This design comes from an exercise in tuning for small area on the open sky130 flow, not from production work.
Only simulation tests tie the RTL to the original design; equivalence was not proved.

Design au_top_0, start of the top module:
module au_top_0 (
    input clk,
    input rst_n,
    output [7:0] led,
    input usb_rx,
    output usb_tx,
    output [7:0] io_seg,
    output [3:0] io_sel,
    input [1:0] inbutton,
    output [15:0] outled,
    output [7:0] outseg,
    output [3:0] outsel
  );
For scale: about 1600 cells after synthesis, ~54 I/O pins, roughly 0.014 mm^2 of cells after synthesis.
Settings: LEC_CHECK=0, CAP_MARGIN=20, CORE_MARGIN=2, CORE_UTILIZATION=55, CTS_BUF_LIST=sky130_fd_sc_hd__clkbuf_8, PLACE_DENSITY=0.65, SLEW_MARGIN=20; clock period 12.0 ns.
standard.sh (not shown) runs the stock make flow with config.mk's settings and CLKGATE_MAP_FILE= SYNTH_SCRIPT=/design/flow/synth_recipe.tcl, a recipe that flattens the netlist after the stock synthesis.
==> flow/flow/run.sh <==
#!/bin/bash
# Layout flow: the standard synthesis, then its combinational logic mapped
# again for area with ABC (every register kept as it is: same instance, name and
# cell), then the standard layout from floorplan to finish.
# Each tool writes its full output to a log file in this folder.
set -euo pipefail
DEEPSYN_S=${DEEPSYN_S:-60}

bash standard.sh synth > synth.log 2>&1

R=orfs/results/$FLOW_PLATFORM/au_top_0/base
L=orfs/logs/$FLOW_PLATFORM/au_top_0/base
YOSYS=$(command -v yosys || echo "$FLOW_HOME/../tools/install/yosys/bin/yosys")
LIB=$(grep -o -- '-liberty [^ ]*' $L/1_2_yosys.log | head -1 | cut -d' ' -f2)
DONT_USE=$(grep -o -- '-dont_use [^ ]*' $L/1_2_yosys.log | sort -u | tr '\n' ' ')
# the register cells the standard synthesis used
SEQ=$(grep -o '^ *sky130_fd_sc_hd__[a-z0-9_]*' $R/1_2_yosys.v | sort -u | grep -E '__(df|edf|sdf|dl)' | tr '\n' ' ')

cp $R/1_2_yosys.v standard_netlist.v
SEEDS=("4 5 6" "1 2 3" "7 8 9" "10 11")
for i in 1 2 3 4; do
DS=""
for s in ${SEEDS[$((i-1))]}; do DS="$DS;dc2;&get,-n;&deepsyn,-T,$DEEPSYN_S,-S,$s;&put"; done
cat > remap_$i.ys <<EOS
read_liberty -ignore_miss_func $LIB
read_verilog standard_netlist.v
hierarchy -top $FLOW_TOP
setattr -mod -set keep_hierarchy 1 $SEQ
flatten
delete t:\$scopeinfo
opt_clean -purge
abc -liberty $LIB $DONT_USE -script "+strash$DS;dch,-f;amap;topo"
setundef -zero
splitnets
opt_clean -purge
hilomap -singleton -hicell sky130_fd_sc_hd__conb_1 HI -locell sky130_fd_sc_hd__conb_1 LO
insbuf -buf sky130_fd_sc_hd__buf_4 A X
blackbox $SEQ
tee -o remap_$i.stat stat -liberty $LIB
write_verilog -noattr -nohex -nodec remapped_$i.v
EOS
"$YOSYS" -s remap_$i.ys > remap_$i.log 2>&1 &
done
wait
best=""; best_area=""
for i in 1 2 3 4; do
  a=$( (grep -o "Chip area for module '.au_top_0': [0-9.]*" remap_$i.stat 2>/dev/null || true) | awk '{print $NF}')
  echo "run $i: $a" >> remap_choice.log
  if [ -n "$a" ] && { [ -z "$best_area" ] || awk "BEGIN{exit !($a < $best_area)}"; }; then best=$i; best_area=$a; fi
done
echo "best: $best ($best_area)" >> remap_choice.log
if [ -n "$best" ]; then cp remapped_$best.v remapped_netlist.v; else cp standard_netlist.v remapped_netlist.v; fi

# keep the standard netlist if the new one lost or changed any register
if [ "$(grep -cE '^ *sky130_fd_sc_hd__(df|edf|sdf|dl)' standard_netlist.v)" = "$(grep -cE '^ *sky130_fd_sc_hd__(df|edf|sdf|dl)' remapped_netlist.v)" ] &&
   diff <(grep -E '^ *sky130_fd_sc_hd__(df|edf|sdf|dl)' standard_netlist.v | sort) \
        <(grep -E '^ *sky130_fd_sc_hd__(df|edf|sdf|dl)' remapped_netlist.v | sort) > /dev/null; then
  cp remapped_netlist.v $R/1_2_yosys.v
  echo "using the remapped netlist" > netlist_choice.log
else
  echo "remapped netlist differs in its registers; using the standard one" > netlist_choice.log
fi

# every port still gets a buffer, as in the standard flow (the smallest one);
# the clock tree uses clkbuf_8 leaves of up to 15 registers, and no dummy loads
bash standard.sh "BUFFER_PORTS_ARGS=-buffer_cell sky130_fd_sc_hd__buf_1" \
  "CTS_ARGS=-sink_clustering_enable -repair_clock_nets -buf_list sky130_fd_sc_hd__clkbuf_8 -dont_use_dummy_load -sink_clustering_size 15 -sink_clustering_max_diameter 80" \
  > layout.log 2>&1
The first run produced a clean layout.
Edit:
--- a/flow/flow/run.sh
+++ b/flow/flow/run.sh
@@ -6,3 +6,3 @@
 set -euo pipefail
-DEEPSYN_S=${DEEPSYN_S:-60}
+DEEPSYN_S=${DEEPSYN_S:-180}
 
@@ -19,6 +19,3 @@
 cp $R/1_2_yosys.v standard_netlist.v
-SEEDS=("4 5 6" "1 2 3" "7 8 9" "10 11")
 for i in 1 2 3 4; do
-DS=""
-for s in ${SEEDS[$((i-1))]}; do DS="$DS;dc2;&get,-n;&deepsyn,-T,$DEEPSYN_S,-S,$s;&put"; done
 cat > remap_$i.ys <<EOS
@@ -31,3 +28,3 @@
 opt_clean -purge
-abc -liberty $LIB $DONT_USE -script "+strash$DS;dch,-f;amap;topo"
+abc -liberty $LIB $DONT_USE -script "+strash;dc2;&get,-n;&deepsyn,-T,$DEEPSYN_S,-S,$i;&put;dch,-f;amap;topo"
 setundef -zero
@@ -64,5 +61,5 @@
 # every port still gets a buffer, as in the standard flow (the smallest one);
-# the clock tree uses clkbuf_8 leaves of up to 15 registers, and no dummy loads
+# the clock tree uses clkbuf_4 and no dummy loads
 bash standard.sh "BUFFER_PORTS_ARGS=-buffer_cell sky130_fd_sc_hd__buf_1" \
-  "CTS_ARGS=-sink_clustering_enable -repair_clock_nets -buf_list sky130_fd_sc_hd__clkbuf_8 -dont_use_dummy_load -sink_clustering_size 15 -sink_clustering_max_diameter 80" \
+  "CTS_ARGS=-sink_clustering_enable -repair_clock_nets -buf_list sky130_fd_sc_hd__clkbuf_4 -dont_use_dummy_load" \
   > layout.log 2>&1
CORE_UTILIZATION = 40   (was 55)
CTS_BUF_LIST = sky130_fd_sc_hd__clkbuf_4   (was sky130_fd_sc_hd__clkbuf_8)
PLACE_DENSITY = default   (was 0.65)
Synthesized area increases by about 0.8%; first-iteration DRC count decreases by 32%; synthesized cell count increases by about 0.9%; setup slack gets worse by 0.41 ns; non-clock buffer count increases by 5; wire length increases by about 6%; fmax decreases by 4.7%.

-- static timing again, ports no longer ideal --
How much do the figures lean on ideal ports? The routed layouts below were timed once more, with nothing changed but the port constraints. Step 1 assumes that a clkbuf_16 drives the clock port and a buf_2 every other input. Step 2, shift: input delay + t, output delay - t, t = (earliest + latest rising clock arrival at the registers) / 2. This alone moves slack from input paths to output paths. Slacks: no drivers / after step 1 / after step 2; pairs: no drivers / after step 1.
| run | t, ns | slack for setup (ns) | worst slew at a driven data input, ns |
|---|---|---|---|
| the first run | 0.637 | 3.598 / 3.551 / 4.187 | 0.06 |
| the second run | 0.765 | 3.187 / 3.137 / 3.903 | 0.06 |
After both steps setup and hold are still met in every run listed.
